From an optimization exercise on the open Yosys and OpenROAD flow, aimed at small area; shortcuts taken in it are not production practice.
Function not checked in this run: the RTL went through the layout flow alone.
Power is estimated from default activity; no workload was simulated.

### flow/run.sh
#!/bin/bash
# The standard ORFS layout, with:
#  - port buffers of sky130_fd_sc_hd__buf_1
#  - clock tree of clkbuf_8, without dummy loads
#  - the standard flow's synthesis script, with only ABC's mapping script replaced by flow/abc.script
set -o pipefail
here=$(pwd)
export BUFFER_PORTS_ARGS="-buffer_cell sky130_fd_sc_hd__buf_1"
export CTS_ARGS="-sink_clustering_enable -repair_clock_nets -dont_use_dummy_load -buf_list sky130_fd_sc_hd__clkbuf_8"
{
  echo "proc abc {args} {"
  echo "  set i [lsearch -exact \$args -script]"
  echo "  if {\$i >= 0} { lset args [expr {\$i + 1}] $here/flow/abc.script }"
  echo "  yosys abc {*}\$args"
  echo "}"
  cat synth_recipe.tcl
} > my_synth.tcl
sed "s#SYNTH_SCRIPT=[^ ]*#SYNTH_SCRIPT=$here/my_synth.tcl#" standard.sh > my_standard.sh
bash my_standard.sh > standard.log 2>&1
### flow/abc.script
strash
dch
&get -n
&st
&dch
&nf
&put
strash
dch
&get -n
&st
&dch
&nf
&put
strash
dch
&get -n
&st
&dch
&nf
&put
### standard.sh
#!/bin/bash
# synth_recipe.tcl (not shown) runs the flow's synth.tcl, then flattens the netlist and writes it again
# the make line also repeats each setting of config.mk as NAME=value (left out here)
make -C /OpenROAD-flow-scripts/flow DESIGN_CONFIG=/design/flow/config.mk WORK_HOME=/design/flow/orfs CLKGATE_MAP_FILE= SYNTH_SCRIPT=/design/flow/synth_recipe.tcl "${@:-finish}"
### config.mk
export PLATFORM = sky130hd
export DESIGN_NAME = timer_top
export DESIGN_NICKNAME = timer_top
export VERILOG_FILES = /design/flow/design.v
export SDC_FILE = /design/flow/constraint.sdc
export NUM_CORES = 4
export LEC_CHECK = 0
export CAP_MARGIN = 20
export CORE_MARGIN = 2
export CORE_UTILIZATION = 40
export SLEW_MARGIN = 20
export SYNTH_HIERARCHICAL = 1
### constraint.sdc
create_clock -name core_clock -period 5.5 [get_ports {sys_clk}]
set_input_delay 1.1000 -clock core_clock [delete_from_list [all_inputs] [get_ports {sys_clk}]]
set_output_delay 1.1000 -clock core_clock [all_outputs]
set_load 0.01 [all_outputs]
### design.v
module timer_top (
input wire sys_clk,
input wire sys_rst_n,
input wire dbg_mode,
input wire [11:0] tim_paddr,
input wire tim_psel,
input wire tim_penable,
input wire tim_pwrite,
input wire [31:0] tim_pwdata,
input wire [3:0] tim_pstrb,
output wire [31:0] tim_prdata,
output wire tim_pready,
output wire tim_pslverr,
output wire tim_int
);
reg rst_q;    
reg rdy;
always @(posedge sys_clk or negedge sys_rst_n)
	if (!sys_rst_n) rdy <= 1'b0;
	else            rdy <= tim_psel & tim_penable & ~rdy;
wire wr = rdy & tim_pwrite;
wire rd = rdy & ~tim_pwrite;
assign tim_pready = rdy;
wire       a_ok = (tim_paddr[11:5] == 7'd0) && (tim_paddr[1:0] == 2'd0);
wire [2:0] ai   = tim_paddr[4:2];
wire [31:0] d   = tim_pwdata;
wire [3:0]  s   = tim_pstrb;
wire tcr_w   = wr & a_ok & (ai == 3'd0);
wire tdr0_w  = wr & a_ok & (ai == 3'd1);
wire tdr1_w  = wr & a_ok & (ai == 3'd2);
wire tcmp0_w = wr & a_ok & (ai == 3'd3);
wire tcmp1_w = wr & a_ok & (ai == 3'd4);
wire tier_w  = wr & a_ok & (ai == 3'd5) & s[0];
wire tisr_w  = wr & a_ok & (ai == 3'd6) & s[0];
wire thcsr_w = wr & a_ok & (ai == 3'd7) & s[0];
reg       timer_en, div_en, int_en, int_st, halt_req, halt_ack;
reg [3:0] div_val;
wire [3:0] pdv    = d[11:8];
wire       pdv_bad = pdv[3] & (pdv[2:0] != 3'd0);
wire       dv_same = (pdv == div_val);
wire te_clr = tcr_w & ( ((s[1:0] == 2'b11) && (d == 32'h0))
			| (s[0] && timer_en && !div_en && (d[1:0] == 2'b00) && dv_same)
			| (s[0] && timer_en &&  div_en && (d[1:0] == 2'b10) && dv_same) );
wire te_keep = (s[1] & (pdv_bad | timer_en)) | (timer_en & (d[1] ^ div_en));
wire te_nxt  = te_clr ? 1'b0 : ((tcr_w & s[0]) ? (te_keep ? timer_en : d[0]) : timer_en);
wire de_nxt = (tcr_w & s[0] & ~timer_en) ? ((pdv_bad & s[1]) ? div_en : d[1]) : div_en;
wire [3:0] dv_nxt = (tcr_w & s[1] & ~timer_en & ~pdv_bad) ? pdv : div_val;
assign tim_pslverr = tcr_w & ( (timer_en & s[1] & ~dv_same)
			| (timer_en & s[0] & (d[1] ^ div_en))
			| (pdv_bad & s[1]) );
wire halt = halt_req & dbg_mode;
reg  [7:0] int_cnt;
reg        pulse;
wire [7:0] max_nxt;
genvar gi;
generate for (gi = 0; gi < 8; gi = gi + 1) begin : g_max
	assign max_nxt[gi] = dv_nxt[3] | (dv_nxt[2:0] > gi);
end endgenerate
wire dv_nz  = (div_val != 4'd0);
wire run_en = timer_en & (~div_en | ~dv_nz | pulse);
wire [7:0] ic_nxt = halt ? int_cnt :
		(~div_en | ~timer_en | pulse) ? 8'd0 :
		(dv_nz ? int_cnt + 8'd1 : int_cnt);
wire pulse_nxt = (ic_nxt == max_nxt);
reg  [63:0] cnt;
wire [7:0] blk_one, blk_pre;
wire [63:0] cy;
generate for (gi = 0; gi < 8; gi = gi + 1) begin : g_blk
	assign blk_one[gi] = &cnt[8*gi+7:8*gi];
end endgenerate
wire p2, p4;
assign blk_pre[0] = 1'b1;
assign blk_pre[1] = blk_one[0];
timer_and2 u_p2 (.a(blk_one[0]), .b(blk_one[1]), .y(p2));
timer_and2 u_p3 (.a(p2), .b(blk_one[2]), .y(blk_pre[3]));
timer_and3 u_p4 (.a(p2), .b(blk_one[2]), .c(blk_one[3]), .y(p4));
timer_and2 u_p5 (.a(p4), .b(blk_one[4]), .y(blk_pre[5]));
timer_and3 u_p6 (.a(p4), .b(blk_one[4]), .c(blk_one[5]), .y(blk_pre[6]));
timer_and4 u_p7 (.a(p4), .b(blk_one[4]), .c(blk_one[5]), .d(blk_one[6]), .y(blk_pre[7]));
assign blk_pre[2] = p2;
assign blk_pre[4] = p4;
wire [7:0] blk_cy;
timer_cen u_cen (.halt_req(halt_req), .dbg_mode(dbg_mode),
	.run_en(run_en), .blk_pre(blk_pre), .cy(blk_cy));
generate for (gi = 0; gi < 64; gi = gi + 1) begin : g_cy
	if (gi % 8 == 0) begin : gb
		assign cy[gi] = blk_cy[gi/8];
	end else begin : gr
		assign cy[gi] = cy[gi-1] & cnt[gi-1];
	end
end endgenerate
wire [63:0] inc = cnt ^ cy;
wire cnt_clr = (timer_en & ~te_nxt) | ~rst_q;
wire [7:0] wb = {{4{tdr1_w}} & s, {4{tdr0_w}} & s};
wire [7:0] cnt_ld  = wb & ~{8{cnt_clr}};
wire [7:0] cnt_inc = ~wb & ~{8{cnt_clr}};
reg  [63:0] cnt_nxt;
integer k;
always @(*) begin
	for (k = 0; k < 64; k = k + 1)
		cnt_nxt[k] = (cnt_ld[k/8] & d[k%32]) | (cnt_inc[k/8] & inc[k]);
end
reg  [63:0] ncmp;    
wire [7:0] cb = {{4{tcmp1_w}} & s, {4{tcmp0_w}} & s} | {8{~rst_q}};
wire [31:0] ncd = ~d & {32{rst_q}};
wire [63:0] cmp_nxt;
timer_hold u_hold (.ld(cb), .hold(~cb), .d({ncd, ncd}), .q(ncmp), .y(cmp_nxt));
wire eq = (inc == ~ncmp);
always @(posedge sys_clk or negedge sys_rst_n)
	if (!sys_rst_n) rst_q <= 1'b0;
	else            rst_q <= 1'b1;
always @(posedge sys_clk) begin
	if (!rst_q) begin
		timer_en <= 1'b0;
		div_en   <= 1'b0;
		div_val  <= 4'd1;
		int_en   <= 1'b0;
		int_st   <= 1'b0;
		halt_req <= 1'b0;
		halt_ack <= 1'b0;
		int_cnt  <= 8'd0;
		pulse    <= 1'b0;
	end else begin
		timer_en <= te_nxt;
		div_en   <= de_nxt;
		div_val  <= dv_nxt;
		int_en   <= tier_w ? d[0] : int_en;
		int_st   <= (tisr_w & d[0]) ? 1'b0 : (eq | int_st);
		halt_req <= thcsr_w ? d[0] : halt_req;
		halt_ack <= dbg_mode & halt_req;
		int_cnt  <= ic_nxt;
		pulse    <= pulse_nxt;
	end
end
always @(posedge sys_clk) begin
	cnt  <= cnt_nxt;
	ncmp <= cmp_nxt;
end
assign tim_int = int_en & int_st & rst_q;
wire rd_ok = rd & a_ok;
wire rs_tdr0  = rd_ok & (ai == 3'd1);
wire rs_tdr1  = rd_ok & (ai == 3'd2);
wire rs_ncmp0 = ~(rd_ok & (ai == 3'd3));
wire rs_ncmp1 = ~(rd_ok & (ai == 3'd4));
wire [31:0] rd_misc;
assign rd_misc[0]     = rd_ok & (((ai == 3'd0) & timer_en) | ((ai == 3'd5) & int_en)
				| ((ai == 3'd6) & int_st) | ((ai == 3'd7) & halt_req));
assign rd_misc[1]     = rd_ok & (((ai == 3'd0) & div_en) | ((ai == 3'd7) & halt_ack));
assign rd_misc[7:2]   = 6'd0;
assign rd_misc[11:8]  = {4{rd_ok & (ai == 3'd0)}} & div_val;
assign rd_misc[31:12] = 20'd0;
genvar ri;
generate for (ri = 0; ri < 32; ri = ri + 1) begin : g_rd
	if (ri < 2 || (ri >= 8 && ri < 12)) begin : gx
		timer_rdbitx u_rd (.s0(rs_tdr0), .s1(rs_tdr1), .ns2(rs_ncmp0), .ns3(rs_ncmp1),
			.a(inc[ri]), .b(inc[32+ri]), .nc(ncmp[ri]), .nd(ncmp[32+ri]),
			.e(rd_misc[ri]), .y(tim_prdata[ri]));
	end else begin : gn
		timer_rdbit u_rd (.s0(rs_tdr0), .s1(rs_tdr1), .ns2(rs_ncmp0), .ns3(rs_ncmp1),
			.a(inc[ri]), .b(inc[32+ri]), .nc(ncmp[ri]), .nd(ncmp[32+ri]),
			.y(tim_prdata[ri]));
	end
end endgenerate
endmodule
module timer_cen (
input wire halt_req,
input wire dbg_mode,
input wire run_en,
input wire [7:0] blk_pre,
output wire [7:0] cy
);
assign cy = blk_pre & {8{run_en & ~(halt_req & dbg_mode)}};
endmodule
module timer_and2 (input wire a, input wire b, output wire y);
assign y = a & b;
endmodule
module timer_and3 (input wire a, input wire b, input wire c, output wire y);
assign y = a & b & c;
endmodule
module timer_and4 (input wire a, input wire b, input wire c, input wire d, output wire y);
assign y = a & b & c & d;
endmodule
module timer_hold (
input wire [7:0] ld,
input wire [7:0] hold,
input wire [63:0] d,
input wire [63:0] q,
output reg [63:0] y
);
integer i;
always @(*)
	for (i = 0; i < 64; i = i + 1)
		y[i] = (ld[i/8] & d[i]) | (hold[i/8] & q[i]);
endmodule
module timer_rdbit (
input wire s0, input wire s1, input wire ns2, input wire ns3,
input wire a, input wire b, input wire nc, input wire nd,
output wire y
);
assign y = ~(~((s0 & a) | (s1 & b)) & ((ns2 | nc) & (ns3 | nd)));
endmodule
module timer_rdbitx (
input wire s0, input wire s1, input wire ns2, input wire ns3,
input wire a, input wire b, input wire nc, input wire nd, input wire e,
output wire y
);
assign y = ~(~((s0 & a) | (s1 & b)) & ((ns2 | nc) & (ns3 | nd)) & ~e);
endmodule
==> summary.txt <==
worst max path at each step:
stage	startpoint	end	slack (ns)	cells past startpoint
2_1_floorplan	dbg_mode	tim_prdata[23]	1.21	12
3_3_place_gp	dbg_mode	tim_prdata[15]	0.79	15
3_5_place_dp	dbg_mode	tim_prdata[15]	0.78	15
4_1_cts	div_val[2]	tim_prdata[15]	0.60	17
5_1_grt	div_val[2]	tim_prdata[31]	0.36	17
6_report	cnt[6]	tim_prdata[15]	0.57	17
cells in the final DEF (no fill, tap or decap), types with 3 or more instances in the layout:
cell type and instances:
a31oi_1 5, a2111oi_0 6, a221oi_1 4, a21oi_1 29, nor2_1 74, nor3_1 11, and4_1 3, ha_1 57
clkinv_1 13, and3_1 7, buf_1 88, xnor2_1 18, o22a_1 26, nor4_1 15, o22ai_1 8, o21ai_0 19
a2bb2oi_1 6, or3_1 5, o2111ai_1 5, o211ai_1 8, xor2_1 20, nand4_1 31, dfxtp_1 147, clkbuf_8 17
a22o_1 128, and2_0 19, nand3_1 11, nand2_1 68, a22oi_1 32, buf_4 13
kinds of logic (layout without fill, tap and decap cells):
group,Yosys count,count (layout)
AOI/OAI and AO/OA,297,297
other,1,2
xor gates and xnor gates,38,38
buffers and inverters,13,131
and+or+nand+nor,262,262
adders and majority gates,57,57
DFF,149,149
sequential cells by signal (all words and copies together), names as in the netlist:
register / count
rdy: 1
halt_ack: 1
int_en: 1
div_val: 4
rst_q: 1
int_cnt: 8
div_en: 1
int_st: 1
cnt: 64
halt_req: 1
ncmp: 64
pulse: 1
timer_en: 1
power groups by stage:
stage | Clock (W) | Sequential [W] | Combinational (W)
4_1_cts | 0.000644 | 0.00117 | 0.000166
2_1_floorplan | 0 | 0.00117 | 0.0000901
5_1_grt | 0.000680 | 0.00118 | 0.000183
6_report | 0.000637 | 0.00117 | 0.000169
3_5_place_dp | 0 | 0.00120 | 0.000165
3_3_place_gp | 0 | 0.00120 | 0.000165
Yosys stat by module (local to each module, per instance):
module	cells inside	cell area, sq um
timer_top	642	6410
timer_hold	64	561
timer_cen	9	57.6
timer_rdbitx	3	21.3
timer_rdbit	3	20.0
timer_and4	1	8.76
timer_and2	1	6.26
timer_and3	1	6.26
layout make-up:
| class | instances | area [sq um] |
|---|---|---|
| inverters | 13 | 48.8 |
| well taps | 260 | 325 |
| fillers | 1860 | 10100 |
| repair buffers | 101 | 428 |
| clock buffers | 17 | 234 |
| multi-input cells | 656 | 4680 |
| flip-flops and latches | 149 | 2990 |
stage by stage:
step / area, sq um / std cells / power, W / setup WS [ns] / util (%)
final: 8710 / 1196 / 0.00198 / 0.570 / 46.3
after global routing: 8710 / 1196 / 0.00204 / 0.361 / 46.3
after CTS: 8710 / 1196 / 0.00198 / 0.602 / 46.3
after detailed placement: 8480 / 1179 / 0.00136 / 0.779 / 45.0
after global placement: 8480 / 1179 / 0.00136 / 0.787 / 45.0
after floorplan: 7720 / 818 / 0.00126 / 1.21 / -
per-layer routing:
metal / GRT usage [%] / up-vias
met2: 39.7 / 416
li1: - / 3481
met4: 12.2 / 0
met3: 6.00 / 82
met1: 38.8 / 3582
met5: 0 / -
==> reports/metrics.cfg <==
[critical_path]
crit_buf_inv=1
r2r-end=int_st
max_stage_delay_ns=0.35
path_class=flip-flop to primary output
crit_path_start_kind=flip-flop
critical_path_required_ns=4.40
crit_slowest_cell=dfxtp_1
r2r_cells=20
reg2reg_slack_ns=1.25
cp_top_family=simple AND/OR/NAND/NOR gates
cp-end-kind=primary output
cp_max_fo=4
r2r-start=cnt[6]
crit_top_cell=ha_1
worstPathCellList=nand4_1 -> nor2_1 -> and2_0 -> and3_1 -> and2_0 -> and2_0 -> ha_1 -> ha_1 -> ha_1 -> ha_1 -> ha_1 -> ha_1 -> ha_1 -> xor2_1 -> a22oi_1 -> nand2_1 -> buf_1
arrival_ns=3.83

[die]
die_area_sq_mm=0.0204
core_sq_mm=0.0188
start_util_pct=41.0
die_y_um=143
row_count=50
io_pins=89
die_w_um=143

[placement]
place_congestion=0.949
dp_hpwl_um=20600
portBuffers=88

[clock_tree]
cts_tree=built
clk_pin_slew_ns=0.07
cts_sinks=149
ctsResizeCount=0
cts_buffer_depth=2
clk_latency_ns=0.46
cts-root-buf=clkbuf_8
cts_setup_buffers=0
numCtsBuffers=17
cts_hold_buf=0
cts_htree_levels=4

[timing]
fin_hold_ws_ns=0.421
period_minus_slack_ns=4.93
maxSlewHeadroom_pct=32.4
fin_crit_sh_pct=89.6
hold_viol=0
slew_violations=0
finalSetupViolCount=0
clock_skew_ns=0.0208
fin_tns_setup_ns=0
tightest_slew_ns=1.01
fmax_ghz=0.203
rsz0062_at_grt=false

[logic_synthesis]
synth_common_cells=dfxtp_1, a22o_1, nor2_1, nand2_1, ha_1
synth_cell_types=55
synth-seq-area-share_pct=38.8
yosysMostFrequentCell=dfxtp_1
yosys-top-cells-area=dfxtp_1, a22o_1, ha_1
yosysWarningCount=8
synth_top_area_share_pct=38.1
synth_mux_area_share_pct=0
synth_flop_cell=dfxtp_1
avgSynthCellArea_sq_um=9.45
synth_top_family_by_area=compound AO/OA/AOI/OAI gates
synth_seq_cells=149
yosysTopAreaCell=dfxtp_1
synth-edff-count=0
synth_xor_area_share_pct=4.31
synth-compound-area-share_pct=30.2
syn_area_sq_mm=0.00772
postSynth.asyncResetShare_pct=1.34
synthCells=817
yosys.area_share.simple_pct=16.7
synthAdderAreaFrac_pct=9.24

[global_route]
first_global_vias=7033
grt-ovfl-total=0
track_usage_pct=27.4
antenna_found_initial=0
grt_max_degree=44
grt_pass1_wl_um=41900

[route]
vias=7561
wl_met3_um=2530
dr_wl_met2_um=11600
drc=0
vias_per_cell=6.32
drt_wl_total_um=27500
drt_iter0_drc=742
met1_length_um=12300
drt-pass1-iter-count=6
routedWlPerCell_um=23.0
drtAntennaViolNets=0
routed.top_layer=met4

[power]
clockPowerShare_pct=32.2
sequentialPowerShare_pct=59.3
p_leak_nw=3.62
intPower_w=0.00145
p_sw_share_pct=26.7
p_sw_w=0.000528
comb_power_share_pct=8.6
ir_drop_mv=0.172
pwr_density_cell_mw_per_mm2=227

[finish]
area_growth_pct=12.9
drive_gt1_share_pct=3.42
n_antenna_cell=0
nets=1049

[flow_run]
maxCapViolations=0

[worst_hold_path]
holdCritPathClass=input port to asynchronous set/reset pin

[outcome]
status=complete, no violations

[port drivers added, routing unchanged]
No port has a modelled driver above. Below, the same layout with a new extraction and two added sets of constraints.
Step 1 (the two cells are an assumption about what drives the block):
set clk [get_ports {sys_clk}]
set_driving_cell -lib_cell sky130_fd_sc_hd__clkbuf_16 $clk
set_driving_cell -lib_cell sky130_fd_sc_hd__buf_2 [delete_from_list [all_inputs] $clk]
Step 2 times the ports against the registers' clock, not the clock port: input delays grow and output delays shrink by t, the midpoint of the rising clock arrivals with the driver on.
a / b / c = ideal / step 1 / step 2; a / b = the first two.
t (ns): 0.489
setup slack, ns: 0.570 / 0.526 / 0.724
clock arrival spread, ns: 0.021 / 0.021
After both steps setup and hold are still met in this run. For this run, drivers alone change the setup slack by -0.044 ns; drivers and shift together by +0.154 ns.
